What follows belongs to an exercise in optimizing a design on an open flow for small area and a short achievable clock period; a production flow would make more cautious choices.
RTL that was checked went through simulation tests only; none was proved equivalent to the original.
The RTL of run 4 was laid out without a check of its function.
No activity file was given, so power comes from the tool's default toggle rates.

===== design/flow/config.mk =====
export PLATFORM = sky130hd
export DESIGN_NAME = alu_unit
export DESIGN_NICKNAME = alu_unit
export VERILOG_FILES = /design/flow/design.v
export SDC_FILE = /design/flow/constraint.sdc
export NUM_CORES = 4
export LEC_CHECK = 0
export CAP_MARGIN = 20
export CORE_MARGIN = 2
export CORE_UTILIZATION = 40
export SLEW_MARGIN = 20

===== design/flow/run.sh =====
#!/bin/bash
# synth_recipe.tcl (not shown) runs the flow's synth.tcl, then flattens the netlist and writes it again
# the make line also repeats each setting of config.mk as NAME=value (left out here)
make -C /OpenROAD-flow-scripts/flow DESIGN_CONFIG=/design/flow/config.mk WORK_HOME=/design/flow/orfs CLKGATE_MAP_FILE= SYNTH_SCRIPT=/design/flow/synth_recipe.tcl finish

===== design/flow/constraint.sdc =====
create_clock -name core_clock -period 18.0 [get_ports {clk}]
set_input_delay 3.6000 -clock core_clock [delete_from_list [all_inputs] [get_ports {clk}]]
set_output_delay 3.6000 -clock core_clock [all_outputs]
set_load 0.01 [all_outputs]

===== design/flow/design.v =====
`timescale 1ns / 1ps
module alu_fwd_mux #(
    parameter DATA_WIDTH = 32
)(
    input  wire [1:0]            sel,
    input  wire [DATA_WIDTH-1:0] operand,
    input  wire [DATA_WIDTH-1:0] ex_mem_result,
    input  wire [DATA_WIDTH-1:0] mem_wb_result,
    output wire [DATA_WIDTH-1:0] out
);
    assign out = (sel == 2'b00) ? operand :
                 (sel == 2'b10) ? ex_mem_result : mem_wb_result;
endmodule
module alu_div_step #(
    parameter J = 1
)(
    input  wire [7:0] rem_in,    
    input  wire       a_bit,     
    input  wire [7:0] d,         
    output wire       q,         
    output wire [7:0] rem_out    
);
    wire [J-1:0] t;
    generate
        if (J == 1) begin : g_first
            assign t = a_bit;
        end else begin : g_next
            assign t = {rem_in[J-2:0], a_bit};
        end
    endgenerate
    wire hi_zero;
    generate
        if (J == 8) begin : g_full
            assign hi_zero = 1'b1;
        end else begin : g_part
            assign hi_zero = ~|d[7:J];
        end
    endgenerate
    wire [J:0] diff = {1'b0, t} - {1'b0, d[J-1:0]};
    assign q = hi_zero & ~diff[J];
    wire [J-1:0] r = q ? diff[J-1:0] : t;
    generate
        if (J == 8) begin : g_out_full
            assign rem_out = r;
        end else begin : g_out_part
            assign rem_out = {{(8-J){1'b0}}, r};
        end
    endgenerate
endmodule
module alu_addlogic (
    input  wire [31:0] a,
    input  wire [31:0] b,
    input  wire        sub,      
    input  wire        arith,    
    input  wire        sel_and,
    input  wire        sel_or,
    output wire [31:0] s
);
    wire [31:0] bb = b ^ {32{sub}};
    wire [31:0] g0 = a & bb;
    wire [31:0] x0 = a ^ bb;
    wire [31:0] y  = (x0 & {32{~sel_and}}) | (g0 & {32{sel_and | sel_or}});
    reg [31:0] G, P;
    integer i, k;
    always @(*) begin
        G = g0 & {32{arith}};
        P = x0;
        G[0] = G[0] | (x0[0] & sub);
        for (k = 1; k < 32; k = k * 2)
            for (i = 2 * k - 1; i < 32; i = i + 2 * k) begin
                G[i] = G[i] | (P[i] & G[i-k]);
                P[i] = P[i] & P[i-k];
            end
        for (k = 8; k >= 1; k = k / 2)
            for (i = 3 * k - 1; i < 32; i = i + 2 * k) begin
                G[i] = G[i] | (P[i] & G[i-k]);
                P[i] = P[i] & P[i-k];
            end
    end
    wire [31:0] c = {G[30:0], sub};
    assign s = y ^ c;
endmodule
module alu_mul_csa (
    input  wire [7:0]  a,
    input  wire [7:0]  b,
    output wire [15:0] r0,
    output wire [15:0] r1
);
    wire pp_0_0 = a[0] & b[0];
    wire pp_0_1 = a[0] & b[1];
    wire pp_0_2 = a[0] & b[2];
    wire pp_0_3 = a[0] & b[3];
    wire pp_0_4 = a[0] & b[4];
    wire pp_0_5 = a[0] & b[5];
    wire pp_0_6 = a[0] & b[6];
    wire pp_0_7 = ~(a[0] & b[7]);
    wire pp_1_0 = a[1] & b[0];
    wire pp_1_1 = a[1] & b[1];
    wire pp_1_2 = a[1] & b[2];
    wire pp_1_3 = a[1] & b[3];
    wire pp_1_4 = a[1] & b[4];
    wire pp_1_5 = a[1] & b[5];
    wire pp_1_6 = a[1] & b[6];
    wire pp_1_7 = ~(a[1] & b[7]);
    wire pp_2_0 = a[2] & b[0];
    wire pp_2_1 = a[2] & b[1];
    wire pp_2_2 = a[2] & b[2];
    wire pp_2_3 = a[2] & b[3];
    wire pp_2_4 = a[2] & b[4];
    wire pp_2_5 = a[2] & b[5];
    wire pp_2_6 = a[2] & b[6];
    wire pp_2_7 = ~(a[2] & b[7]);
    wire pp_3_0 = a[3] & b[0];
    wire pp_3_1 = a[3] & b[1];
    wire pp_3_2 = a[3] & b[2];
    wire pp_3_3 = a[3] & b[3];
    wire pp_3_4 = a[3] & b[4];
    wire pp_3_5 = a[3] & b[5];
    wire pp_3_6 = a[3] & b[6];
    wire pp_3_7 = ~(a[3] & b[7]);
    wire pp_4_0 = a[4] & b[0];
    wire pp_4_1 = a[4] & b[1];
    wire pp_4_2 = a[4] & b[2];
    wire pp_4_3 = a[4] & b[3];
    wire pp_4_4 = a[4] & b[4];
    wire pp_4_5 = a[4] & b[5];
    wire pp_4_6 = a[4] & b[6];
    wire pp_4_7 = ~(a[4] & b[7]);
    wire pp_5_0 = a[5] & b[0];
    wire pp_5_1 = a[5] & b[1];
    wire pp_5_2 = a[5] & b[2];
    wire pp_5_3 = a[5] & b[3];
    wire pp_5_4 = a[5] & b[4];
    wire pp_5_5 = a[5] & b[5];
    wire pp_5_6 = a[5] & b[6];
    wire pp_5_7 = ~(a[5] & b[7]);
    wire pp_6_0 = a[6] & b[0];
    wire pp_6_1 = a[6] & b[1];
    wire pp_6_2 = a[6] & b[2];
    wire pp_6_3 = a[6] & b[3];
    wire pp_6_4 = a[6] & b[4];
    wire pp_6_5 = a[6] & b[5];
    wire pp_6_6 = a[6] & b[6];
    wire pp_6_7 = ~(a[6] & b[7]);
    wire pp_7_0 = ~(a[7] & b[0]);
    wire pp_7_1 = ~(a[7] & b[1]);
    wire pp_7_2 = ~(a[7] & b[2]);
    wire pp_7_3 = ~(a[7] & b[3]);
    wire pp_7_4 = ~(a[7] & b[4]);
    wire pp_7_5 = ~(a[7] & b[5]);
    wire pp_7_6 = ~(a[7] & b[6]);
    wire pp_7_7 = a[7] & b[7];
    wire hs1 = pp_0_6 ^ pp_1_5;
    wire hc1 = pp_0_6 & pp_1_5;
    wire fs2 = pp_0_7 ^ pp_1_6 ^ pp_2_5;
    wire fc2 = (pp_0_7 & pp_1_6) | (pp_0_7 & pp_2_5) | (pp_1_6 & pp_2_5);
    wire hs3 = pp_3_4 ^ pp_4_3;
    wire hc3 = pp_3_4 & pp_4_3;
    wire fs4 = pp_1_7 ^ pp_2_6 ^ pp_3_5;
    wire fc4 = (pp_1_7 & pp_2_6) | (pp_1_7 & pp_3_5) | (pp_2_6 & pp_3_5);
    wire fs5 = pp_4_4 ^ pp_5_3 ^ pp_6_2;
    wire fc5 = (pp_4_4 & pp_5_3) | (pp_4_4 & pp_6_2) | (pp_5_3 & pp_6_2);
    wire fs6 = pp_2_7 ^ pp_3_6 ^ pp_4_5;
    wire fc6 = (pp_2_7 & pp_3_6) | (pp_2_7 & pp_4_5) | (pp_3_6 & pp_4_5);
    wire hs7 = pp_0_4 ^ pp_1_3;
    wire hc7 = pp_0_4 & pp_1_3;
    wire fs8 = pp_0_5 ^ pp_1_4 ^ pp_2_3;
    wire fc8 = (pp_0_5 & pp_1_4) | (pp_0_5 & pp_2_3) | (pp_1_4 & pp_2_3);
    wire hs9 = pp_3_2 ^ pp_4_1;
    wire hc9 = pp_3_2 & pp_4_1;
    wire fs10 = hs1 ^ pp_2_4 ^ pp_3_3;
    wire fc10 = (hs1 & pp_2_4) | (hs1 & pp_3_3) | (pp_2_4 & pp_3_3);
    wire fs11 = pp_4_2 ^ pp_5_1 ^ pp_6_0;
    wire fc11 = (pp_4_2 & pp_5_1) | (pp_4_2 & pp_6_0) | (pp_5_1 & pp_6_0);
    wire fs12 = hc1 ^ fs2 ^ hs3;
    wire fc12 = (hc1 & fs2) | (hc1 & hs3) | (fs2 & hs3);
    wire fs13 = pp_5_2 ^ pp_6_1 ^ pp_7_0;
    wire fc13 = (pp_5_2 & pp_6_1) | (pp_5_2 & pp_7_0) | (pp_6_1 & pp_7_0);
    wire fs14 = fc2 ^ hc3 ^ fs4;
    wire fc14 = (fc2 & hc3) | (fc2 & fs4) | (hc3 & fs4);
    wire fs15 = fs5 ^ pp_7_1 ^ 1'b1;
    wire fc15 = (fs5 & pp_7_1) | (fs5 & 1'b1) | (pp_7_1 & 1'b1);
    wire fs16 = fc4 ^ fc5 ^ fs6;
    wire fc16 = (fc4 & fc5) | (fc4 & fs6) | (fc5 & fs6);
    wire fs17 = pp_5_4 ^ pp_6_3 ^ pp_7_2;
    wire fc17 = (pp_5_4 & pp_6_3) | (pp_5_4 & pp_7_2) | (pp_6_3 & pp_7_2);
    wire fs18 = fc6 ^ pp_3_7 ^ pp_4_6;
    wire fc18 = (fc6 & pp_3_7) | (fc6 & pp_4_6) | (pp_3_7 & pp_4_6);
    wire fs19 = pp_5_5 ^ pp_6_4 ^ pp_7_3;
    wire fc19 = (pp_5_5 & pp_6_4) | (pp_5_5 & pp_7_3) | (pp_6_4 & pp_7_3);
    wire fs20 = pp_4_7 ^ pp_5_6 ^ pp_6_5;
    wire fc20 = (pp_4_7 & pp_5_6) | (pp_4_7 & pp_6_5) | (pp_5_6 & pp_6_5);
    wire hs21 = pp_0_3 ^ pp_1_2;
    wire hc21 = pp_0_3 & pp_1_2;
    wire fs22 = hs7 ^ pp_2_2 ^ pp_3_1;
    wire fc22 = (hs7 & pp_2_2) | (hs7 & pp_3_1) | (pp_2_2 & pp_3_1);
    wire fs23 = hc7 ^ fs8 ^ hs9;
    wire fc23 = (hc7 & fs8) | (hc7 & hs9) | (fs8 & hs9);
    wire fs24 = fc8 ^ hc9 ^ fs10;
    wire fc24 = (fc8 & hc9) | (fc8 & fs10) | (hc9 & fs10);
    wire fs25 = fc10 ^ fc11 ^ fs12;
    wire fc25 = (fc10 & fc11) | (fc10 & fs12) | (fc11 & fs12);
    wire fs26 = fc12 ^ fc13 ^ fs14;
    wire fc26 = (fc12 & fc13) | (fc12 & fs14) | (fc13 & fs14);
    wire fs27 = fc14 ^ fc15 ^ fs16;
    wire fc27 = (fc14 & fc15) | (fc14 & fs16) | (fc15 & fs16);
    wire fs28 = fc16 ^ fc17 ^ fs18;
    wire fc28 = (fc16 & fc17) | (fc16 & fs18) | (fc17 & fs18);
    wire fs29 = fc18 ^ fc19 ^ fs20;
    wire fc29 = (fc18 & fc19) | (fc18 & fs20) | (fc19 & fs20);
    wire fs30 = fc20 ^ pp_5_7 ^ pp_6_6;
    wire fc30 = (fc20 & pp_5_7) | (fc20 & pp_6_6) | (pp_5_7 & pp_6_6);
    wire hs31 = pp_0_2 ^ pp_1_1;
    wire hc31 = pp_0_2 & pp_1_1;
    wire fs32 = hs21 ^ pp_2_1 ^ pp_3_0;
    wire fc32 = (hs21 & pp_2_1) | (hs21 & pp_3_0) | (pp_2_1 & pp_3_0);
    wire fs33 = hc21 ^ fs22 ^ pp_4_0;
    wire fc33 = (hc21 & fs22) | (hc21 & pp_4_0) | (fs22 & pp_4_0);
    wire fs34 = fc22 ^ fs23 ^ pp_5_0;
    wire fc34 = (fc22 & fs23) | (fc22 & pp_5_0) | (fs23 & pp_5_0);
    wire fs35 = fc23 ^ fs24 ^ fs11;
    wire fc35 = (fc23 & fs24) | (fc23 & fs11) | (fs24 & fs11);
    wire fs36 = fc24 ^ fs25 ^ fs13;
    wire fc36 = (fc24 & fs25) | (fc24 & fs13) | (fs25 & fs13);
    wire fs37 = fc25 ^ fs26 ^ fs15;
    wire fc37 = (fc25 & fs26) | (fc25 & fs15) | (fs26 & fs15);
    wire fs38 = fc26 ^ fs27 ^ fs17;
    wire fc38 = (fc26 & fs27) | (fc26 & fs17) | (fs27 & fs17);
    wire fs39 = fc27 ^ fs28 ^ fs19;
    wire fc39 = (fc27 & fs28) | (fc27 & fs19) | (fs28 & fs19);
    wire fs40 = fc28 ^ fs29 ^ pp_7_4;
    wire fc40 = (fc28 & fs29) | (fc28 & pp_7_4) | (fs29 & pp_7_4);
    wire fs41 = fc29 ^ fs30 ^ pp_7_5;
    wire fc41 = (fc29 & fs30) | (fc29 & pp_7_5) | (fs30 & pp_7_5);
    wire fs42 = fc30 ^ pp_6_7 ^ pp_7_6;
    wire fc42 = (fc30 & pp_6_7) | (fc30 & pp_7_6) | (pp_6_7 & pp_7_6);
    assign r0 = {1'b1, fc42, fc41, fc40, fc39, fc38, fc37, fc36, fc35, fc34, fc33, fc32, hc31, hs31, pp_0_1, pp_0_0};
    assign r1 = {1'b0, pp_7_7, fs42, fs41, fs40, fs39, fs38, fs37, fs36, fs35, fs34, fs33, fs32, pp_2_0, pp_1_0, 1'b0};
endmodule
`timescale 1ns / 1ps
module alu_unit #(
    parameter DATA_WIDTH = 32
)(
    input  wire                  clk,
    input  wire                  reset,
    input  wire                  in_valid,
    input  wire [3:0]            alu_op,
    input  wire [1:0]            forward_a,
    input  wire [1:0]            forward_b,
    input  wire [DATA_WIDTH-1:0] operand1,
    input  wire [DATA_WIDTH-1:0] operand2,
    input  wire [DATA_WIDTH-1:0] ex_mem_result,
    input  wire [DATA_WIDTH-1:0] mem_wb_result,
    output reg                   out_valid,
    output reg  [DATA_WIDTH-1:0] result,
    output reg                   zero_flag
);
    localparam KD = 5;   
    genvar gi;
    wire [31:0] a_sel, b_sel;
    alu_fwd_mux #(.DATA_WIDTH(32)) mux_a (
        .sel(forward_a), .operand(operand1), .ex_mem_result(ex_mem_result),
        .mem_wb_result(mem_wb_result), .out(a_sel));
    alu_fwd_mux #(.DATA_WIDTH(32)) mux_b (
        .sel(forward_b), .operand(operand2), .ex_mem_result(ex_mem_result),
        .mem_wb_result(mem_wb_result), .out(b_sel));
    reg         s1_valid;
    reg [3:0]   s1_op;
    reg [31:0]  s1_a, s1_b;
    always @(posedge clk) begin
        if (reset) s1_valid <= 1'b0;
        else       s1_valid <= in_valid;
        s1_op <= alu_op;
        s1_a  <= a_sel;
        s1_b  <= b_sel;
    end
    wire op_add = (s1_op == 4'b0000);
    wire op_sub = (s1_op == 4'b0001);
    wire op_and = (s1_op == 4'b0010);
    wire op_or  = (s1_op == 4'b0011);
    wire op_xor = (s1_op == 4'b0100);
    wire op_sll = (s1_op == 4'b0101);
    wire op_srl = (s1_op == 4'b0110);
    wire op_sra = (s1_op == 4'b0111);
    wire op_mul = (s1_op == 4'b1000);
    wire op_div = (s1_op == 4'b1001);
    wire [31:0] al;
    alu_addlogic addlogic (
        .a(s1_a), .b(s1_b), .sub(op_sub), .arith(op_add | op_sub),
        .sel_and(op_and), .sel_or(op_or), .s(al));
    wire [31:0] a_rev, shr, shl;
    generate
        for (gi = 0; gi < 32; gi = gi + 1) begin : g_rev
            assign a_rev[gi] = s1_a[31-gi];
            assign shl[gi]   = shr[31-gi];
        end
    endgenerate
    wire [31:0] sh_in = op_sll ? a_rev : s1_a;
    wire        fill  = op_sra & s1_a[31];
    assign shr = $signed({fill, sh_in}) >>> s1_b[4:0];
    wire [15:0] mr0, mr1;
    alu_mul_csa mul_csa (.a(s1_a[7:0]), .b(s1_b[7:0]), .r0(mr0), .r1(mr1));
    wire [7:0] rem2 [0:KD];
    wire [7:0] quo2;
    assign rem2[0] = 8'd0;
    generate
        for (gi = 1; gi <= KD; gi = gi + 1) begin : g_div2
            alu_div_step #(.J(gi)) step (
                .rem_in(rem2[gi-1]), .a_bit(s1_a[8-gi]), .d(s1_b[7:0]),
                .q(quo2[8-gi]), .rem_out(rem2[gi]));
        end
    endgenerate
    assign quo2[7-KD:0] = {(8-KD){1'b0}};
    reg [31:0] s2_next;
    always @(*) begin
        s2_next = 32'd0;
        if (op_add | op_sub | op_and | op_or | op_xor) s2_next = al;
        if (op_sll) s2_next = shl;
        if (op_srl | op_sra) s2_next = shr;
        if (op_mul) s2_next = {mr1, mr0};
        if (op_div) s2_next = {s1_a[7:0], s1_b[7:0], quo2, rem2[KD]};
    end
    reg        s2_valid, s2_div, s2_mul;
    reg [31:0] s2_val;
    always @(posedge clk) begin
        if (reset) s2_valid <= 1'b0;
        else       s2_valid <= s1_valid;
        s2_div <= op_div;
        s2_mul <= op_mul;
        s2_val <= s2_next;
    end
    wire [15:0] prod = s2_val[15:0] + s2_val[31:16];
    wire [7:0] d3 = s2_val[23:16];
    wire [7:0] a3 = s2_val[31:24];
    wire [7:0] rem3 [KD:8];
    wire [7:0] quo3;
    assign rem3[KD] = s2_val[7:0];
    assign quo3[7:8-KD] = s2_val[15:16-KD];
    generate
        for (gi = KD + 1; gi <= 8; gi = gi + 1) begin : g_div3
            alu_div_step #(.J(gi)) step (
                .rem_in(rem3[gi-1]), .a_bit(a3[8-gi]), .d(d3),
                .q(quo3[8-gi]), .rem_out(rem3[gi]));
        end
    endgenerate
    wire div_zero = (a3 == 8'd0) & (d3 != 8'd0);
    always @(posedge clk) begin
        if (reset) out_valid <= 1'b0;
        else       out_valid <= s2_valid;
        result    <= s2_div ? {16'd0, quo3, rem3[8]} :
                     s2_mul ? {16'd0, prod} : s2_val;
        zero_flag <= s2_div ? div_zero :
                     s2_mul ? (prod == 16'd0) : (s2_val == 32'd0);
    end
endmodule

==> summary.md, run 1 <==
| Metric | Value |
|---|---|
| Outcome | timing/DRC/antenna clean |
| Count of input and output buffers | 172 |
| Final Hold Vio Count | 0 |
| Number of synthesized flops with an enable pin | 0 |
| Antenna diodes | 0 |
| Pin count of the biggest net entering global routing | 65 |
| Post-detailed-route count of antenna-violating nets | 0 |
| Number of nets in the layout | 1,993 |
| Upper clock frequency limit | 118 MHz |
| Resize count post-CTS | 0 |
| Maximum clock skew at final layout | 0.00925 ns |
| Cell area reported after detailed placement | 15,600 µm² |
| Class of the tightest hold or removal check | reg -> reg |
| Average cell area after synthesis | 8.42 µm² |
| Post-layout worst setup margin | 9.52 ns |
| Proportion of layout cells with a drive suffix above 1 | 8.61% |
| Pins over their slew limit | 0 |
| Detailed-route wire length | 47,600 µm |
| Weighted congestion reported at the end of routability-driven placement | 1.06 |
| Area grow syn2layout | 19.0% |
| TritonCTS clock tree | done |
| Met3 layer usage reported by global route | 4.21% |
| RSZ-0062 raised after global routing | false |
| Via count of the first global-routing pass | 12.6k |
| Tightest slew margin relative to the limit | 30.5% |
| Floorplan core area | 33,400 µm² |
| Main synth FF type | dfxtp_1 |
| Critical path capture point type | flip-flop |
| Crit path depth | 26 |
| HPWL Detailed | 37,200 µm |
| Detailed router's first-iteration violation count | 1,114 |
| Total grt overflow | 0 |
| Endpoint required time on the critical path | 18.28 ns |
| CP Max Fanout | 12 |
| Worst hold path stage count | 1 |
| Final worst path period share | 47.1% |
| Initial antenna violation count | 0 |
| Number of buffers between clock root and the deepest sink | 2 |
| Critical Path Slowest Stage Cell | a211oi_1 |
| Flops & latches, synth | 138 |
| Global-route layer with the greatest usage | met2 |
| Cell area after layout | 16,100 µm² |
| Leakage power figure | 6.92 nW |
| Initial standard-cell utilization of the core | 40.6% |
| Final-report setup violation count | 0 |
| Grt met2 use | 43.1% |
| Post-synthesis instance area | 13,600 µm² |
| Number of top-level pins | 173 |
| Worst setup SP type | flip-flop |
| DR WL/cell | 21.8 µm |
| Clock sink count | 138 |
| Count of synthesis-stage warnings from yosys | 2 |
| Count of TritonRoute iterations in the first routing pass | 6 |
| Worst path bufs/invs | 2 |
| Met1 demand-to-capacity share in global routing | 34.2% |
| Worst hold slack across all endpoints | 0.439 ns |
| Type of the setup path with the least slack | reg -> reg |
| Worst reg-to-reg path cell count | 26 |
| Worst EP arrival | 8.76 ns |
| Most frequent cell on the critical path | o21ai_0 |
| TritonCTS buffer count | 17 |
| Synthesized netlist cell count | 1,612 |
| Clock tree root buffer cell | clkbuf_16 |
| Clk slew on worst S/H paths | 0.06 ns |
| Overall fraction of global-route tracks in use | 26.9% |
| Placement-stage worst setup slack | 9.59 ns |
| Clock latency on the worst-skew pair | 0.44 ns |
| Horiz. Die Dim | 188 µm |
| Floorplan die height | 188 µm |
| Syn nets | 1,888 |
| Count of different cell masters after synthesis | 72 |
| Vias | 12.8k |
| Via-per-instance ratio | 5.86 |
| Final Total Pwr | 0.00163 W |
| Worst-margin pin slew | 1.04 ns |
| Cell area power density | 101 nW/µm² |
| Total negative setup slack | 0 ns |
| Postcts setup bufs | 0 |
| CTS HTree Levels | 4 |
| CTS Hold Buffers Added | 0 |
| Largest incremental delay on the critical path | 0.72 ns |
| Maximum ir drop on the vdd rail | 78.0 µV |
| Time the final worst path needs with I/O delays and setup | 8.48 ns |
| Sequential-to-total area share from yosys stat | 20.4% |
| Post-synth ARST share | 0% |
| Remaining routing DRC violations | 0 |
| Num rows | 67 |
| Maxcap violations | 0 |
| Die Area | 35,400 µm² |
| Delay-heaviest family, CP | compound AO/OA/AOI/OAI gates |
| Wire length of the first global-routing pass | 73,500 µm |
## per-layer routing
layer	wire (µm)	vias to the layer above
met4	3100	0
met1	20000	5982
met5	0	-
met3	3060	129
met2	21400	592
li1	-	6052
## cells in the final DEF, fill, tap and decap left out, types with 24 or more instances in the layout
master / Yosys / final
a22oi_1: 26 / 26
xnor2_1: 27 / 27
a21o_1: 24 / 24
nand2_1: 186 / 186
dfxtp_1: 138 / 138
nand3_1: 35 / 35
mux2i_1: 129 / 129
mux2_2: 27 / 27
clkdlybuf4s50_1: 0 / 168
inv_1: 90 / 90
mux4_2: 44 / 44
ha_1: 94 / 94
fa_1: 43 / 43
xor2_1: 39 / 39
o21ai_0: 134 / 134
a21oi_1: 80 / 79
nor2_1: 91 / 90
and2_1: 41 / 41
## cell type report
class	instances	area, µm²
Fill cell	3241	17300
Multi-Input combinational cell	1276	10100
Sequential cell	138	2760
Timing Repair Buffer	191	1840
Tap cell	448	561
Clock buffer	18	439
Inverter	93	349
Clock inverter	14	129
## worst register-to-register path: cells and delay by family, from the launching register on
family	cells	cell delay [ns]
AO/OA/AOI/OAI	13	3.58
buffers and inverters	2	0.29
flip-flops	1	0.66
adder cells (fa/ha/maj)	5	1.70
multiplexers	2	0.83
AND/OR/NAND/NOR	4	1.24
## state kept, by name, indices dropped and copies added (netlist names)
name and count:
out_valid 1, result 32, s1_a 32, s1_b 32, s1_op 4, s1_valid 1, s2_div 1, s2_mul 1
s2_val 32, s2_valid 1, zero_flag 1
## path summary, 6_finish.rpt
check	end	slack [ns]	start
hold / removal	s2_valid	0.44	s1_valid
setup / recovery	s2_val[1]	9.52	s1_a[7]
hold reg to reg	s2_valid	0.44	s1_valid
setup reg to reg	s2_val[1]	9.52	s1_a[7]
## kinds of logic (layout without fill, tap and decap cells)
family	Yosys count	count (layout)	synth area share, %
AO/OA/AOI/OAI	422	422	20.2
AND/OR/NAND/NOR	451	451	15.5
XOR/XNOR	66	66	4.26
adder cells (fa/ha/maj)	137	137	15.0
buffers and inverters	198	316	5.62
multiplexers	200	200	19.1
flip-flops	138	138	20.4
## where the power goes
group          switching [W]  internal [W]
Sequential         0.0000454      0.000349
Combinational       0.000499      0.000394
Clock               0.000161      0.000185
## cells in the mapped netlist, drive strengths merged, types with 15 or more instances
cell type  count  area [µm²]
a211oi        15         118
a21o          25         189
a21oi         81         409
a22oi         26         195
and2          41         257
buf           23         105
clkbuf        82         308
dfxtp        138        2760
fa            43         861
ha            94        1180
inv           92         345
mux2          27         304
mux2i        129        1290
mux4          44         991
nand2        186         698
nand3         35         175
nor2          91         342
nor2b         17         106
nor3          23         115
o21ai        137         686
xnor2         27         236
xor2          39         342
## metrics by stage
| stage | instances | util (%) |
|---|---|---|
| after floorplan | 1612 | - |
| after global routing | 2178 | 48.3 |
| final | 2178 | 48.3 |
| after detailed placement | 2146 | 46.6 |
| after CTS | 2178 | 48.3 |
| after global placement | 2146 | 46.6 |
==> inputs of run 2 (changes only) <==
--- a/design/flow/design.v
+++ b/design/flow/design.v
@@ -10,4 +10,8 @@
 );
-    assign out = (sel == 2'b00) ? operand :
-                 (sel == 2'b10) ? ex_mem_result : mem_wb_result;
+    wire s_op  = (sel == 2'b00);
+    wire s_exm = (sel == 2'b10);
+    wire s_mwb = sel[0];
+    assign out = (operand & {DATA_WIDTH{s_op}}) |
+                 (ex_mem_result & {DATA_WIDTH{s_exm}}) |
+                 (mem_wb_result & {DATA_WIDTH{s_mwb}});
 endmodule
@@ -257,3 +261,4 @@
 );
-    localparam KD = 5;   
+    localparam K2 = 4;   
+    localparam K3 = 6;   
     genvar gi;
@@ -268,3 +273,3 @@
     reg [3:0]   s1_op;
-    reg [31:0]  s1_a, s1_b;
+    reg [31:0]  s1_a_n, s1_b_n;
     always @(posedge clk) begin
@@ -272,6 +277,8 @@
         else       s1_valid <= in_valid;
-        s1_op <= alu_op;
-        s1_a  <= a_sel;
-        s1_b  <= b_sel;
+        s1_op  <= alu_op;
+        s1_a_n <= ~a_sel;
+        s1_b_n <= ~b_sel;
     end
+    wire [31:0] s1_a = ~s1_a_n;
+    wire [31:0] s1_b = ~s1_b_n;
     wire op_add = (s1_op == 4'b0000);
@@ -302,3 +309,3 @@
     alu_mul_csa mul_csa (.a(s1_a[7:0]), .b(s1_b[7:0]), .r0(mr0), .r1(mr1));
-    wire [7:0] rem2 [0:KD];
+    wire [7:0] rem2 [0:K2];
     wire [7:0] quo2;
@@ -306,3 +313,3 @@
     generate
-        for (gi = 1; gi <= KD; gi = gi + 1) begin : g_div2
+        for (gi = 1; gi <= K2; gi = gi + 1) begin : g_div2
             alu_div_step #(.J(gi)) step (
@@ -312,3 +319,3 @@
     endgenerate
-    assign quo2[7-KD:0] = {(8-KD){1'b0}};
+    assign quo2[7-K2:0] = {(8-K2){1'b0}};
     reg [31:0] s2_next;
@@ -320,3 +327,3 @@
         if (op_mul) s2_next = {mr1, mr0};
-        if (op_div) s2_next = {s1_a[7:0], s1_b[7:0], quo2, rem2[KD]};
+        if (op_div) s2_next = {s1_a[7:0], s1_b[7:0], quo2, rem2[K2]};
     end
@@ -332,12 +339,12 @@
     wire [15:0] prod = s2_val[15:0] + s2_val[31:16];
-    wire [7:0] d3 = s2_val[23:16];
-    wire [7:0] a3 = s2_val[31:24];
-    wire [7:0] rem3 [KD:8];
+    wire [7:0] d2 = s2_val[23:16];
+    wire [7:0] a2 = s2_val[31:24];
+    wire [7:0] rem3 [K2:K3];
     wire [7:0] quo3;
-    assign rem3[KD] = s2_val[7:0];
-    assign quo3[7:8-KD] = s2_val[15:16-KD];
+    assign rem3[K2] = s2_val[7:0];
+    assign quo3[7:8-K2] = s2_val[15:16-K2];
     generate
-        for (gi = KD + 1; gi <= 8; gi = gi + 1) begin : g_div3
+        for (gi = K2 + 1; gi <= K3; gi = gi + 1) begin : g_div3
             alu_div_step #(.J(gi)) step (
-                .rem_in(rem3[gi-1]), .a_bit(a3[8-gi]), .d(d3),
+                .rem_in(rem3[gi-1]), .a_bit(a2[8-gi]), .d(d2),
                 .q(quo3[8-gi]), .rem_out(rem3[gi]));
@@ -345,2 +352,25 @@
     endgenerate
+    assign quo3[7-K3:0] = {(8-K3){1'b0}};
+    reg        s3_valid, s3_div;
+    reg [31:0] s3_val;
+    always @(posedge clk) begin
+        if (reset) s3_valid <= 1'b0;
+        else       s3_valid <= s2_valid;
+        s3_div <= s2_div;
+        s3_val <= s2_div ? {a2, d2, quo3, rem3[K3]} :
+                  s2_mul ? {16'd0, prod} : s2_val;
+    end
+    wire [7:0] d3 = s3_val[23:16];
+    wire [7:0] a3 = s3_val[31:24];
+    wire [7:0] rem4 [K3:8];
+    wire [7:0] quo4;
+    assign rem4[K3] = s3_val[7:0];
+    assign quo4[7:8-K3] = s3_val[15:16-K3];
+    generate
+        for (gi = K3 + 1; gi <= 8; gi = gi + 1) begin : g_div4
+            alu_div_step #(.J(gi)) step (
+                .rem_in(rem4[gi-1]), .a_bit(a3[8-gi]), .d(d3),
+                .q(quo4[8-gi]), .rem_out(rem4[gi]));
+        end
+    endgenerate
     wire div_zero = (a3 == 8'd0) & (d3 != 8'd0);
@@ -348,7 +378,5 @@
         if (reset) out_valid <= 1'b0;
-        else       out_valid <= s2_valid;
-        result    <= s2_div ? {16'd0, quo3, rem3[8]} :
-                     s2_mul ? {16'd0, prod} : s2_val;
-        zero_flag <= s2_div ? div_zero :
-                     s2_mul ? (prod == 16'd0) : (s2_val == 32'd0);
+        else       out_valid <= s3_valid;
+        result    <= s3_div ? {16'd0, quo4, rem4[8]} : s3_val;
+        zero_flag <= s3_div ? div_zero : (s3_val == 32'd0);
     end
==> design/flow/flow/run.sh (new file) <==
#!/bin/bash
# The standard layout, with the port buffers made from buf_2 cells instead of
# the cell buffer_ports picks by itself (a larger delay buffer).
set -euo pipefail
bash standard.sh "BUFFER_PORTS_ARGS=-buffer_cell sky130_fd_sc_hd__buf_2" finish > flow.log 2>&1
==> design/flow/standard.sh (new file) <==
#!/bin/bash
# synth_recipe.tcl (not shown) runs the flow's synth.tcl, then flattens the netlist and writes it again
# the make line also repeats each setting of config.mk as NAME=value (left out here)
make -C /OpenROAD-flow-scripts/flow DESIGN_CONFIG=/design/flow/config.mk WORK_HOME=/design/flow/orfs CLKGATE_MAP_FILE= SYNTH_SCRIPT=/design/flow/synth_recipe.tcl "${@:-finish}"
--- a/design/flow/config.mk
+++ b/design/flow/config.mk
@@ -7,2 +7,3 @@
 export LEC_CHECK = 0
+export ABC_AREA = 1
 export CAP_MARGIN = 20
removed: design/flow/run.sh
==> run 2 against run 1 <==
Register-to-register slack better by 3.0 ns. Synthesized cell count up 25%. Via count up 9.5%. Critical path type unchanged. Critical endpoint unchanged. Combinational power is 22% lower. First-iteration DRC count increased by 2.2%. Die area increased by 1.4%. Clock power grew 5%. Power shrank 5.4%. Sequential power increased by 23%. Largest power group unchanged. Final cell count grew 19%. Non-clock buffer count increased by 6. Worst hold slack lost 0.082 ns.
==> summary.md, run 2 <==
| Metric | Value |
|---|---|
| Reg power frac | 31.4% |
| Largest incremental delay on the critical path | 0.57 ns |
| Most common cell in the netlist | nand2_1 |
| Final-report setup violation count | 0 |
| Clock latency on the worst-skew pair | 0.44 ns |
| Wire length of the first global-routing pass | 73,600 µm |
| Synthesized netlist cell count | 2,008 |
| Remaining routing DRC violations | 0 |
| Upper clock frequency limit | 184 MHz |
| Final Total Pwr | 0.00154 W |
| Most common cell after layout, fill and taps aside | nand2_1 |
| Outcome | timing/DRC/antenna clean |
| Die Area | 35,900 µm² |
| Cell types occupying the most area after synthesis | dfxtp_1, nand2_1, ha_1 |
| Initial standard-cell utilization of the core | 40.8% |
| Clock sink count | 172 |
| Clk slew on worst S/H paths | 0.07 ns |
| Clock power share | 23.6% |
| Time the final worst path needs with I/O delays and setup | 5.44 ns |
| Total grt overflow | 0 |
| Count of input and output buffers | 172 |
| Worst EP arrival | 5.73 ns |
| Sequential-to-total area share from yosys stat | 25.0% |
| Adder-Cell Fraction of Synth Area | 14.7% |
| Largest family of logic cells by synthesized area | compound AO/OA/AOI/OAI gates |
| Tightest slew margin relative to the limit | 29.4% |
| Worst hold path stage count | 0 |
| Postcts setup bufs | 0 |
| Leakage power figure | 7.61 nW |
| Fill cell count | 3,532 |
| Worst setup SP type | flip-flop |
| Vias | 14.0k |
| Critical path capture point type | flip-flop |
| Class of the tightest hold or removal check | reg -> reg |
| Maxcap violations | 0 |
| Worst hold slack across all endpoints | 0.358 ns |
| Cell area power density | 99.7 nW/µm² |
| Resize count post-CTS | 0 |
| Number of standard cells in the layout, taps in and fillers out | 2,584 |
| Post-synthesis cell type with the largest combined area | dfxtp_1 |
| Number of buffers between clock root and the deepest sink | 2 |
| Count of different cell masters after synthesis | 51 |
| Syn nets | 2,283 |
| Maximum clock skew at final layout | 0.0118 ns |
| Via-per-instance ratio | 5.41 |
| Area share of xor/xnor cells in the synthesized design | 4.01% |
| Placed Cells | 2,552 |
| CTS Hold Buffers Added | 0 |
| Post-detailed-route count of antenna-violating nets | 0 |
| RSZ-0062 raised after global routing | false |
| TritonCTS buffer count | 17 |
| Area grow syn2layout | 12.6% |
| Initial antenna violation count | 0 |
| Yosys top cell area share | 25.0% |
| Count of synthesis-stage warnings from yosys | 2 |
| Proportion of layout cells with a drive suffix above 1 | 12.4% |
| Pins over their slew limit | 0 |
| Horiz. Die Dim | 189 µm |
| Number of nets in the layout | 2,398 |
| Power dissipated by switching net loads | 0.000658 W |
| Number of synthesized flops with an enable pin | 0 |
| Part of the total power dissipated in combinational logic | 45.0% |
| Post-layout utilization of the core | 46.0% |
| Final Hold Vio Count | 0 |
| Clock tree root buffer cell | clkbuf_16 |
| Main synth FF type | dfxtp_1 |
| HPWL Detailed | 37,200 µm |
| Average cell area after synthesis | 6.85 µm² |
| Detailed-route wire length | 47,300 µm |
| CTS HTree Levels | 4 |
| Number of top-level pins | 173 |
| Int Power | 0.000886 W |
| Via count of the first global-routing pass | 13.4k |
| Leading cell types in the layout, fill and taps excluded | nand2_1, inv_1, nor2_1 |
| Most frequent cell on the critical path | nand2_1 |
| Detailed router's first-iteration violation count | 1,138 |
| Simple-gate portion of the synthesized area | 21.9% |
| Antenna diodes | 0 |
| Flops & latches, synth | 172 |
| Overall fraction of global-route tracks in use | 26.4% |
| Final worst path period share | 30.2% |
| Net Sw Frac | 42.6% |
| Critical Path Slowest Stage Cell | nor4_1 |
| Total negative setup slack | 0 ns |
| CP Max Fanout | 45 |
| Endpoint required time on the critical path | 18.29 ns |
| Worst reg-to-reg path cell count | 25 |
| Post-synth ARST share | 0% |
| Complex-gate fraction of the synthesized area | 22.4% |
| Floorplan core area | 33,700 µm² |
| TritonCTS clock tree | done |
| Pin count of the biggest net entering global routing | 81 |
| Floorplan die height | 189 µm |
| Mux contribution to synthesized area | 0.682% |
| Count of TritonRoute iterations in the first routing pass | 8 |
| Weighted congestion reported at the end of routability-driven placement | 1.01 |
| Worst-margin pin slew | 1.05 ns |
| Maximum ir drop on the vdd rail | 66.8 µV |
| Num rows | 67 |
| Top cells by instance count after synthesis | nand2_1, inv_1, nor2_1 |
| DR WL/cell | 18.3 µm |
| Type of the setup path with the least slack | reg -> reg |
| Post-synthesis instance area | 13,800 µm² |
-- run 2: cell types whose count changed in the layout (fill, tap and decap cells not counted), moves of 34 or more --
cell / change
nor2_1: +112
buf_2: +168
o21ai_1: +108
nand3_1: +46
mux2i_1: -123
dfxtp_1: +34
inv_1: +193
nand2_1: +191
a21oi_1: +35
mux4_2: -44
clkdlybuf4s50_1: -168
and2_1: -39
-- run 2: cells by family after synthesis --
kind of cell / count (synthesis)
DFF: 172
buffers and inverters: 391
xor gates and xnor gates: 63
adders and majority gates: 136
and+or+nand+nor: 727
muxes: 9
AOI/OAI and AO/OA: 510
-- run 2: layout make-up --
type,count,area [µm²],share of cell area (%)
inverters,290,1090,7.03
clock buffers,17,425,2.75
flip-flops and latches,172,3440,22.2
clock inverters,15,158,1.02
repair buffers,197,1050,6.77
multi-input cells,1445,8770,56.6
well taps,448,561,3.62
-- run 2: final timing paths --
kind | startpoint | endpoint | slack (ns)
worst min-delay path | s3_val[11] | result[11] | 0.36
worst max-delay path | s1_b_n[4] | s2_val[1] | 12.56
worst max register to register | s1_b_n[4] | s2_val[1] | 12.56
worst min register to register | s3_val[11] | result[11] | 0.36
-- run 2: power groups by stage --
stage,clock [W],combinational [W],sequential [W]
floorplan,0,0.000491,0.000480
global placement,0,0.000675,0.000492
detailed placement,0,0.000684,0.000494
CTS,0.000368,0.000689,0.000485
global route,0.000386,0.000789,0.000490
finish,0.000364,0.000696,0.000485
-- run 2: metrics by stage --
stage | area (µm²) | setup slack, ns
after floorplan | 13800 | 13.28
after global placement | 14900 | 12.60
after detailed placement | 14900 | 12.64
after CTS | 15500 | 12.68
after global routing | 15500 | 12.06
final | 15500 | 12.56
-- run 2: worst max-delay path, delay by kind of cell (launching register included) --
kind | cells | cell delay (ns)
compound gates | 5 | 0.92
fa+ha+maj | 3 | 1.05
buf+inv | 5 | 1.12
flops | 1 | 0.31
mux | 1 | 0.38
simple gates | 11 | 1.48
-- run 2: layer usage --
layer	global-route usage, %	wire length, µm	vias to the layer above
met5	0	0	-
met4	13.5	2540	0
met3	3.97	3010	98
met2	44.0	21700	586
met1	33.1	20000	6412
li1	-	-	6876
==> inputs of run 3 (changes only) <==
==> design/flow/run.sh (new file) <==
#!/bin/bash
# synth_recipe.tcl (not shown) runs the flow's synth.tcl, then flattens the netlist and writes it again
# the make line also repeats each setting of config.mk as NAME=value (left out here)
make -C /OpenROAD-flow-scripts/flow DESIGN_CONFIG=/design/flow/config.mk WORK_HOME=/design/flow/orfs CLKGATE_MAP_FILE= SYNTH_SCRIPT=/design/flow/synth_recipe.tcl finish
removed: design/flow/flow/run.sh
removed: design/flow/standard.sh
==> run 3 against run 2 <==
Global-route usage increased by 1.2 points. Final cell count about the same. Die area unchanged. Area after synthesis unchanged. Synthesized cell count unchanged. Fmax decreased by 2.7%. Still clean. Largest cell class unchanged. Largest power group unchanged. Wire length increased by 4.5%. Non-clock buffer count increased by 1. Setup slack got worse by 0.15 ns. Power increased by 3.7%. Sequential power about the same. Critical path type unchanged. Clock-buffer cell count unchanged.
==> summary.md, run 3 <==
| Metric | Value |
|---|---|
| Detailed router's first-iteration violation count | 1,154 |
| Pins over their slew limit | 0 |
| Clock sink count | 172 |
| Overall fraction of global-route tracks in use | 27.6% |
| Area share of xor/xnor cells in the synthesized design | 4.01% |
| Wire length of the first global-routing pass | 76,400 µm |
| Post-detailed-route count of antenna-violating nets | 0 |
| Worst hold slack across all endpoints | 0.349 ns |
| Yosys top cell area share | 25.0% |
| Num rows | 67 |
| Critical path capture point type | flip-flop |
| Upper clock frequency limit | 179 MHz |
| Area grow syn2layout | 19.3% |
| Type of the setup path with the least slack | reg -> reg |
| Number of buffers between clock root and the deepest sink | 2 |
| Complex-gate fraction of the synthesized area | 22.4% |
| Post-synth ARST share | 0% |
| Outcome | timing/DRC/antenna clean |
| Cell area after layout | 16,400 µm² |
| Floorplan die height | 189 µm |
| Final-report setup violation count | 0 |
| Worst-margin pin slew | 1.06 ns |
| Largest family of logic cells by synthesized area | compound AO/OA/AOI/OAI gates |
| Maximum clock skew at final layout | 0.0207 ns |
| Clk slew on worst S/H paths | 0.08 ns |
| Number of synthesized flops with an enable pin | 0 |
| Initial standard-cell utilization of the core | 40.8% |
| Weighted congestion reported at the end of routability-driven placement | 0.958 |
| Count of input and output buffers | 172 |
| CP Max Fanout | 45 |
| Fill cell count | 3,435 |
| Mux contribution to synthesized area | 0.682% |
| Number of top-level pins | 173 |
| Total grt overflow | 0 |
| Class of the tightest hold or removal check | reg -> reg |
| Count of TritonRoute iterations in the first routing pass | 6 |
| Die Area | 35,900 µm² |
| Leakage power figure | 7.59 nW |
| Endpoint required time on the critical path | 18.28 ns |
| Vias | 14.0k |
| Maximum ir drop on the vdd rail | 63.4 µV |
| Post-synthesis cell type with the largest combined area | dfxtp_1 |
| Number of nets in the layout | 2,399 |
| Pin count of the biggest net entering global routing | 81 |
| Postcts setup bufs | 0 |
| Cell types occupying the most area after synthesis | dfxtp_1, nand2_1, ha_1 |
| Horiz. Die Dim | 189 µm |
| Post-synthesis instance area | 13,800 µm² |
| CTS HTree Levels | 4 |
| Synthesized netlist cell count | 2,008 |
| Flops & latches, synth | 172 |
| TritonCTS buffer count | 17 |
| Antenna diodes | 0 |
| Cell area power density | 97.6 nW/µm² |
| Total negative setup slack | 0 ns |
| Via-per-instance ratio | 5.43 |
| Resize count post-CTS | 0 |
| Adder-Cell Fraction of Synth Area | 14.7% |
| Detailed-route wire length | 49,400 µm |
| Initial antenna violation count | 0 |
| Time the final worst path needs with I/O delays and setup | 5.59 ns |
| Syn nets | 2,283 |
| Clock latency on the worst-skew pair | 0.45 ns |
| Clock tree root buffer cell | clkbuf_16 |
| Floorplan core area | 33,700 µm² |
| Sequential-to-total area share from yosys stat | 25.0% |
| Worst reg-to-reg path cell count | 25 |
| Cell area reported after detailed placement | 15,800 µm² |
| Via count of the first global-routing pass | 13.6k |
| Tightest slew margin relative to the limit | 28.7% |
| Worst EP arrival | 5.88 ns |
| Worst setup SP type | flip-flop |
| RSZ-0062 raised after global routing | false |
| Simple-gate portion of the synthesized area | 21.9% |
| Final Hold Vio Count | 0 |
| Average cell area after synthesis | 6.85 µm² |
| TritonCTS clock tree | done |
| Top cells by instance count after synthesis | nand2_1, inv_1, nor2_1 |
| Count of different cell masters after synthesis | 51 |
| Remaining routing DRC violations | 0 |
| HPWL Detailed | 38,500 µm |
| Maxcap violations | 0 |
| Main synth FF type | dfxtp_1 |
| Final worst path period share | 31.1% |
| CTS Hold Buffers Added | 0 |
| Count of synthesis-stage warnings from yosys | 2 |
| DR WL/cell | 19.1 µm |
| Proportion of layout cells with a drive suffix above 1 | 4.45% |
| Most common cell in the netlist | nand2_1 |
| Most common cell after layout, fill and taps aside | nand2_1 |
| Leading cell types in the layout, fill and taps excluded | nand2_1, inv_1, nor2_1 |
| Worst hold path stage count | 0 |
-- run 3: cell counts after synthesis --
No cell type changed its count.
-- run 3: critical path: stages, from the launching register on --
cell      delay [ns]
dfxtp_1         0.33
buf_4           0.43
inv_1           0.39
nor4_1          0.65
nand2_1         0.11
inv_1           0.12
nand2_1         0.09
nor2_1          0.09
a21oi_1         0.07
fa_1            0.39
nand3_1         0.10
inv_1           0.09
o21ai_0         0.36
ha_1            0.31
nand3_1         0.08
nand2_1         0.05
nand2_1         0.16
mux2_2          0.38
ha_1            0.34
nand2_1         0.07
o21ai_0         0.15
nand2_1         0.10
inv_1           0.15
nor2_1          0.08
a21oi_1         0.17
o311ai_1        0.13
-- run 3: per-layer routing --
metal | wire (µm) | vias up | GRT usage, %
met3 | 2990 | 94 | 3.24
met4 | 2480 | 0 | 13.0
met2 | 23300 | 592 | 47.6
met1 | 20600 | 6468 | 34.1
li1 | - | 6887 | -
met5 | 0 | - | 0
-- run 3: final timing paths --
path,slack (ns),startpoint,endpoint
max,12.41,s1_b_n[4],s2_val[1]
min reg2reg,0.35,s3_val[10],result[10]
min,0.35,s3_val[10],result[10]
max reg2reg,12.41,s1_b_n[4],s2_val[1]
-- run 3: cell families after synthesis --
kind of cell	count (synthesis)
multiplexers	9
adder cells (fa/ha/maj)	136
buffers and inverters	391
XOR/XNOR	63
flip-flops	172
AND/OR/NAND/NOR	727
AO/OA/AOI/OAI	510
-- run 3: area by class of cell --
cell class                      count  area (µm²)  share of cell area [%]
Inverter                          290        1090                    6.63
Timing Repair Buffer              198        1920                    11.7
Multi-Input combinational cell   1445        8770                    53.4
Tap cell                          448         561                    3.42
Clock inverter                     15         210                    1.28
Clock buffer                       17         425                    2.59
Sequential cell                   172        3440                    21.0
-- run 3: report_power, final --
part           internal (W)  switching (W)
Clock              0.000192       0.000199
Combinational      0.000292       0.000433
Sequential         0.000439      0.0000462
Total              0.000923       0.000679
-- run 3: per-stage QoR --
step / std cells / total power (W) / util [%] / setup slack (ns)
after detailed placement: 2553 / 0.00121 / 46.8 / 12.10
after floorplan: 2008 / 0.000971 / - / 13.28
after global placement: 2553 / 0.00120 / 46.8 / 11.68
after CTS: 2585 / 0.00160 / 48.7 / 12.51
after global routing: 2585 / 0.00172 / 48.7 / 11.99
final: 2585 / 0.00160 / 48.7 / 12.41
==> inputs of run 4 (changes only) <==
--- a/design/flow/design.v
+++ b/design/flow/design.v
@@ -10,8 +10,4 @@
 );
-    wire s_op  = (sel == 2'b00);
-    wire s_exm = (sel == 2'b10);
-    wire s_mwb = sel[0];
-    assign out = (operand & {DATA_WIDTH{s_op}}) |
-                 (ex_mem_result & {DATA_WIDTH{s_exm}}) |
-                 (mem_wb_result & {DATA_WIDTH{s_mwb}});
+    wire [DATA_WIDTH-1:0] t = sel[1] ? ex_mem_result : operand;
+    assign out = sel[0] ? mem_wb_result : t;
 endmodule
@@ -86,2 +82,30 @@
 endmodule
+module alu_div_stage #(
+    parameter FROM = 0,
+    parameter TO   = 8
+)(
+    input  wire [31:0] st_in,
+    output wire [31:0] st_out
+);
+    wire [7:0] a = st_in[31:24];
+    wire [7:0] d = st_in[23:16];
+    wire [7:0] rem [FROM:TO];
+    wire [7:0] q;
+    assign rem[FROM] = st_in[7:0];
+    genvar j;
+    generate
+        for (j = FROM + 1; j <= TO; j = j + 1) begin : g_step
+            alu_div_step #(.J(j)) step (
+                .rem_in(rem[j-1]), .a_bit(a[8-j]), .d(d),
+                .q(q[8-j]), .rem_out(rem[j]));
+        end
+        if (FROM > 0) begin : g_qin
+            assign q[7:8-FROM] = st_in[15:16-FROM];
+        end
+        if (TO < 8) begin : g_qrest
+            assign q[7-TO:0] = {(8-TO){1'b0}};
+        end
+    endgenerate
+    assign st_out = {a, d, q, rem[TO]};
+endmodule
 module alu_mul_csa (
@@ -261,4 +285,5 @@
 );
-    localparam K2 = 4;   
-    localparam K3 = 6;   
+    localparam K2 = 3;   
+    localparam K3 = 5;   
+    localparam K4 = 7;   
     genvar gi;
@@ -271,5 +296,7 @@
         .mem_wb_result(mem_wb_result), .out(b_sel));
+    wire in_shift = (alu_op == 4'b0101) | (alu_op == 4'b0110) | (alu_op == 4'b0111);
     reg         s1_valid;
     reg [3:0]   s1_op;
-    reg [31:0]  s1_a_n, s1_b_n;
+    reg [31:0]  s1_a, s1_b;
+    reg [4:0]   s1_sh;
     always @(posedge clk) begin
@@ -277,8 +304,7 @@
         else       s1_valid <= in_valid;
-        s1_op  <= alu_op;
-        s1_a_n <= ~a_sel;
-        s1_b_n <= ~b_sel;
+        s1_op <= alu_op;
+        s1_a  <= a_sel;
+        s1_b  <= b_sel;
+        s1_sh <= b_sel[4:0] & {5{in_shift}};
     end
-    wire [31:0] s1_a = ~s1_a_n;
-    wire [31:0] s1_b = ~s1_b_n;
     wire op_add = (s1_op == 4'b0000);
@@ -306,16 +332,8 @@
     wire        fill  = op_sra & s1_a[31];
-    assign shr = $signed({fill, sh_in}) >>> s1_b[4:0];
+    assign shr = $signed({fill, sh_in}) >>> s1_sh;
     wire [15:0] mr0, mr1;
     alu_mul_csa mul_csa (.a(s1_a[7:0]), .b(s1_b[7:0]), .r0(mr0), .r1(mr1));
-    wire [7:0] rem2 [0:K2];
-    wire [7:0] quo2;
-    assign rem2[0] = 8'd0;
-    generate
-        for (gi = 1; gi <= K2; gi = gi + 1) begin : g_div2
-            alu_div_step #(.J(gi)) step (
-                .rem_in(rem2[gi-1]), .a_bit(s1_a[8-gi]), .d(s1_b[7:0]),
-                .q(quo2[8-gi]), .rem_out(rem2[gi]));
-        end
-    endgenerate
-    assign quo2[7-K2:0] = {(8-K2){1'b0}};
+    wire [31:0] div2;
+    alu_div_stage #(.FROM(0), .TO(K2)) div_s2 (
+        .st_in({s1_a[7:0], s1_b[7:0], 16'd0}), .st_out(div2));
     reg [31:0] s2_next;
@@ -327,3 +345,3 @@
         if (op_mul) s2_next = {mr1, mr0};
-        if (op_div) s2_next = {s1_a[7:0], s1_b[7:0], quo2, rem2[K2]};
+        if (op_div) s2_next = div2;
     end
@@ -339,16 +357,4 @@
     wire [15:0] prod = s2_val[15:0] + s2_val[31:16];
-    wire [7:0] d2 = s2_val[23:16];
-    wire [7:0] a2 = s2_val[31:24];
-    wire [7:0] rem3 [K2:K3];
-    wire [7:0] quo3;
-    assign rem3[K2] = s2_val[7:0];
-    assign quo3[7:8-K2] = s2_val[15:16-K2];
-    generate
-        for (gi = K2 + 1; gi <= K3; gi = gi + 1) begin : g_div3
-            alu_div_step #(.J(gi)) step (
-                .rem_in(rem3[gi-1]), .a_bit(a2[8-gi]), .d(d2),
-                .q(quo3[8-gi]), .rem_out(rem3[gi]));
-        end
-    endgenerate
-    assign quo3[7-K3:0] = {(8-K3){1'b0}};
+    wire [31:0] div3;
+    alu_div_stage #(.FROM(K2), .TO(K3)) div_s3 (.st_in(s2_val), .st_out(div3));
     reg        s3_valid, s3_div;
@@ -359,24 +365,22 @@
         s3_div <= s2_div;
-        s3_val <= s2_div ? {a2, d2, quo3, rem3[K3]} :
-                  s2_mul ? {16'd0, prod} : s2_val;
+        s3_val <= s2_div ? div3 : s2_mul ? {16'd0, prod} : s2_val;
     end
-    wire [7:0] d3 = s3_val[23:16];
-    wire [7:0] a3 = s3_val[31:24];
-    wire [7:0] rem4 [K3:8];
-    wire [7:0] quo4;
-    assign rem4[K3] = s3_val[7:0];
-    assign quo4[7:8-K3] = s3_val[15:16-K3];
-    generate
-        for (gi = K3 + 1; gi <= 8; gi = gi + 1) begin : g_div4
-            alu_div_step #(.J(gi)) step (
-                .rem_in(rem4[gi-1]), .a_bit(a3[8-gi]), .d(d3),
-                .q(quo4[8-gi]), .rem_out(rem4[gi]));
-        end
-    endgenerate
-    wire div_zero = (a3 == 8'd0) & (d3 != 8'd0);
+    wire [31:0] div4;
+    alu_div_stage #(.FROM(K3), .TO(K4)) div_s4 (.st_in(s3_val), .st_out(div4));
+    reg        s4_valid, s4_div;
+    reg [31:0] s4_val;
+    always @(posedge clk) begin
+        if (reset) s4_valid <= 1'b0;
+        else       s4_valid <= s3_valid;
+        s4_div <= s3_div;
+        s4_val <= s3_div ? div4 : s3_val;
+    end
+    wire [31:0] div5;
+    alu_div_stage #(.FROM(K4), .TO(8)) div_s5 (.st_in(s4_val), .st_out(div5));
+    wire div_zero = (s4_val[31:24] == 8'd0) & (s4_val[23:16] != 8'd0);
     always @(posedge clk) begin
         if (reset) out_valid <= 1'b0;
-        else       out_valid <= s3_valid;
-        result    <= s3_div ? {16'd0, quo4, rem4[8]} : s3_val;
-        zero_flag <= s3_div ? div_zero : (s3_val == 32'd0);
+        else       out_valid <= s4_valid;
+        result    <= s4_div ? {16'd0, div5[15:0]} : s4_val;
+        zero_flag <= s4_div ? div_zero : (s4_val == 32'd0);
     end
==> design/flow/flow/run.sh (new file) <==
#!/bin/bash
# The standard layout, with the port buffers made from buf_2 cells instead of
# the cell buffer_ports picks by itself (a larger delay buffer).
set -euo pipefail
bash standard.sh "BUFFER_PORTS_ARGS=-buffer_cell sky130_fd_sc_hd__buf_2" finish > flow.log 2>&1
==> design/flow/standard.sh (new file) <==
#!/bin/bash
# synth_recipe.tcl (not shown) runs the flow's synth.tcl, then flattens the netlist and writes it again
# the make line also repeats each setting of config.mk as NAME=value (left out here)
make -C /OpenROAD-flow-scripts/flow DESIGN_CONFIG=/design/flow/config.mk WORK_HOME=/design/flow/orfs CLKGATE_MAP_FILE= SYNTH_SCRIPT=/design/flow/synth_recipe.tcl "${@:-finish}"
removed: design/flow/run.sh
==> run 4 against run 3 <==
Still clean on timing, DRC and antenna. Clock skew decreased by 0.010 ns. Design area increased by 4.4%. Combinational power decreased by 3.2%. Wire length decreased by 3.9%. Critical path depth decreased by 20. Non-clock buffer count decreased by 7. Clock power increased by 32%. Sequential power increased by 24%. Flip-flop and latch count increased by 39. Worst hold slack got worse by 0.030 ns.
==> summary.md, run 4 <==
| Metric | Value |
|---|---|
| Outcome | timing/DRC/antenna clean |
| Final worst path period share | 28.7% |
| Resize count post-CTS | 0 |
| Initial antenna violation count | 0 |
| Met1 WL | 20,300 µm |
| Initial standard-cell utilization of the core | 40.4% |
| Detailed router's first-iteration violation count | 1,105 |
| Wire length of the first global-routing pass | 74,900 µm |
| Type of the setup path with the least slack | in -> reg |
| Worst reg-to-reg path cell count | 24 |
| Total negative setup slack | 0 ns |
| Via-per-instance ratio | 5.14 |
| Leakage power figure | 8.52 nW |
| Worst setup SP type | input pin |
| Worst flop-to-flop path endpoint | s4_val[5] |
| Number of buffers between clock root and the deepest sink | 3 |
| Most common cell in the netlist | nand2_1 |
| Routed length on met3 | 2640 µm |
| Uppermost signal routing layer after detailed routing | met4 |
| RSZ-0062 raised after global routing | false |
| Cell types occupying the most area after synthesis | dfxtp_1, nand2_1, inv_1 |
| Area grow syn2layout | 13.4% |
| Worst Hold End | s4_val[15] |
| Clock sink count | 211 |
| Maxcap violations | 0 |
| Worst reg2reg startpoint | s3_val[26] |
| Largest incremental delay on the critical path | 0.85 ns |
| Weighted congestion reported at the end of routability-driven placement | 1.00 |
| Sequential-to-total area share from yosys stat | 27.9% |
| CTS Hold Buffers Added | 0 |
| TritonCTS clock tree | done |
| CP Max Fanout | 37 |
| Met2 wire length | 22,400 µm |
| Flops & latches, synth | 211 |
| Clk slew on worst S/H paths | 0.06 ns |
| Post-layout worst setup margin | 12.84 ns |
| Worst path bufs/invs | 3 |
| Cell area power density | 106 nW/µm² |
| Placement-stage worst setup slack | 12.26 ns |
| Syn nets | 2,515 |
| TritonCTS buffer count | 23 |
| Overall fraction of global-route tracks in use | 24.2% |
| Class of the tightest hold or removal check | reg -> reg |
| Main synth FF type | dfxtp_1 |
| Detailed-route wire length | 47,400 µm |
| DR WL/cell | 16.5 µm |
| Number of nets in the layout | 2,614 |
| Most common cell after layout, fill and taps aside | nand2_1 |
| Floorplan core area | 37,400 µm² |
| Number of top-level pins | 173 |
| Count of synthesis-stage warnings from yosys | 6 |
| Die Area | 39,400 µm² |
| Count of input and output buffers | 172 |
| Remaining routing DRC violations | 0 |
| Final Hold Vio Count | 0 |
| Clock tree root buffer cell | clkbuf_16 |
| Post-synth ARST share | 0% |
| Maximum clock skew at final layout | 0.0106 ns |
| Reg-to-reg setup timing slack | 13.62 ns |
| Upper clock frequency limit | 194 MHz |
| Count of different cell masters after synthesis | 50 |
| Proportion of layout cells with a drive suffix above 1 | 11.0% |
| Worst-margin pin slew | 1.06 ns |
| Postcts setup bufs | 0 |
| Yosys top cell area share | 27.9% |
| Antenna diodes | 0 |
| Vias | 14.7k |
| Post-synthesis instance area | 15,100 µm² |
| Worst min-delay path startpoint | s3_val[15] |
| Leading cell types in the layout, fill and taps excluded | nand2_1, inv_1, dfxtp_1 |
| Final-report setup violation count | 0 |
| Critical Path Slowest Stage Cell | clkinv_1 |
| Worst hold path stage count | 0 |
| Pin count of the biggest net entering global routing | 64 |
| Horiz. Die Dim | 198 µm |
| Top cells by instance count after synthesis | nand2_1, inv_1, dfxtp_1 |
| Time the final worst path needs with I/O delays and setup | 5.16 ns |
| Count of TritonRoute iterations in the first routing pass | 6 |
| Fill cell count | 3,877 |
| Pins over their slew limit | 0 |
| Maximum ir drop on the vdd rail | 60.9 µV |
| Clock latency on the worst-skew pair | 0.55 ns |
| Average cell area after synthesis | 6.75 µm² |
| Post-detailed-route count of antenna-violating nets | 0 |
| Ordered list of cells on the worst path | buf_2, clkinv_1, o21ai_0, inv_1, nor2_1 |
| Num rows | 71 |
| Number of synthesized flops with an enable pin | 0 |
| Floorplan die height | 198 µm |
| Post-synthesis cell type with the largest combined area | dfxtp_1 |
| Tightest slew margin relative to the limit | 29.3% |
| Critical path capture point type | flip-flop |
| Via count of the first global-routing pass | 14.2k |
| HPWL Detailed | 37,800 µm |
| Delay-heaviest family, CP | buffers and inverters |
| Total grt overflow | 0 |
| Endpoint required time on the critical path | 18.48 ns |
| CTS HTree Levels | 1 |
| Synthesized netlist cell count | 2,241 |
| Worst EP arrival | 5.64 ns |
-- run 4: cell count changes after synthesis, moves of 7 or more --
| cell | previous run | this run |
|---|---|---|
| a221oi_1 | 32 | 0 |
| o21ai_0 | 117 | 191 |
| nand2_1 | 378 | 493 |
| o211ai_1 | 21 | 49 |
| a21oi_1 | 114 | 152 |
| nor2_1 | 204 | 136 |
| a22o_1 | 32 | 0 |
| dfxtp_1 | 172 | 211 |
| clkbuf_1 | 63 | 96 |
| inv_1 | 283 | 346 |
| buf_1 | 12 | 5 |
-- run 4: kinds of logic (layout without fill, tap and decap cells) --
group                      count (synthesis)  count (layout)  share of synthesized area [%]
and+or+nand+nor                          773             773                           21.0
AOI/OAI and AO/OA                        578             578                           21.3
buffers and inverters                    470             586                           12.0
DFF                                      211             211                           27.9
adders and majority gates                135             135                           13.3
xor gates and xnor gates                  64              64                           3.71
muxes                                     10              10                          0.670
-- run 4: worst reg2reg max path, stage by stage (launching register included) --
cell and delay (ns):
dfxtp_1 0.33, inv_1 0.10, ha_1 0.20, inv_1 0.09
fa_1 0.21, nand3_1 0.07, and2_1 0.19, o21bai_1 0.15
a21o_1 0.14, nand3_1 0.26, o21ai_0 0.46, inv_1 0.13
ha_1 0.30, nand2_1 0.05, o21ai_0 0.28, a21oi_1 0.14
inv_1 0.07, a21oi_1 0.08, o21ai_0 0.20, a21o_1 0.14
nand2_1 0.11, inv_1 0.29, a21oi_1 0.10, o21ai_0 0.12
nand2_1 0.08
-- run 4: report_power, final --
group	internal, W	leakage [nW]	switching [W]	total [W]
Clock	0.000319	0.407	0.000196	0.000515
Sequential	0.000542	1.76	0.0000563	0.000599
Combinational	0.000265	6.35	0.000438	0.000702
-- run 4: routing by layer --
| layer | vias to the layer above | GRT usage (%) |
|---|---|---|
| li1 | 7472 | - |
| met1 | 6658 | 29.6 |
| met2 | 498 | 42.5 |
| met3 | 104 | 3.19 |
| met4 | 0 | 10.4 |
| met5 | - | 0 |
-- run 4: worst max-delay path by stage --
stage	from	slack, ns	endpoint	cells past startpoint
floorplan	forward_b[0]	13.34	s1_sh[0]	6
global placement	forward_b[0]	12.33	s1_sh[4]	6
detailed placement	forward_b[0]	12.26	s1_sh[1]	5
CTS	forward_b[0]	12.84	s1_sh[1]	5
global route	forward_b[0]	12.47	s1_sh[4]	5
finish	forward_b[0]	12.84	s1_sh[1]	5
-- run 4: area by class of cell --
class	count	area, µm²	share of cell area (%)
clock buffers	28	614	3.58
well taps	511	639	3.73
flip-flops and latches	211	4220	24.6
inverters	353	1330	7.75
clock inverters	14	230	1.34
repair buffers	191	1020	5.97
multi-input cells	1560	9080	53.0
-- run 4: per-stage QoR --
stage	area (µm²)	std cells	util [%]	power, W	hold slack (ns)
finish	17100	2868	45.8	0.00182	0.320
global route	17100	2868	45.8	0.00195	0.331
detailed placement	16300	2825	43.5	0.00130	0.312
floorplan	15100	2241	-	0.00110	0.310
CTS	17100	2867	45.7	0.00182	0.321
global placement	16300	2825	43.5	0.00129	0.315

re-timing with driven ports:
In the flow no input, the clock included, has a driving cell. The finished layouts below were timed again as built, in two steps. Step 1 (the two cells are an assumption about what drives the block):
set clk [get_ports {clk}]
set_driving_cell -lib_cell sky130_fd_sc_hd__clkbuf_16 $clk
set_driving_cell -lib_cell sky130_fd_sc_hd__buf_2 [delete_from_list [all_inputs] $clk]
Step 2 times the ports against the registers' clock, not the clock port: input delays grow and output delays shrink by t, the midpoint of the rising clock arrivals with the driver on. Three values: ideal, step 1, step 2; two values: the first two.
run	shift t [ns]	setup slack, ns	hold slack, ns
run 1	0.489	9.518 / 9.518 / 9.518	0.439 / 0.439 / 0.439
run 2	0.493	12.558 / 12.558 / 12.558	0.358 / 0.358 / 0.358
run 3	0.495	12.408 / 12.408 / 12.057	0.349 / 0.349 / 0.349
run 4	0.593	12.836 / 12.864 / 12.271	0.320 / 0.320 / 0.320
After both steps every run listed still meets setup and hold. For run 4, which loses most, drivers alone change the setup slack by +0.028 ns; drivers and shift together by -0.565 ns.
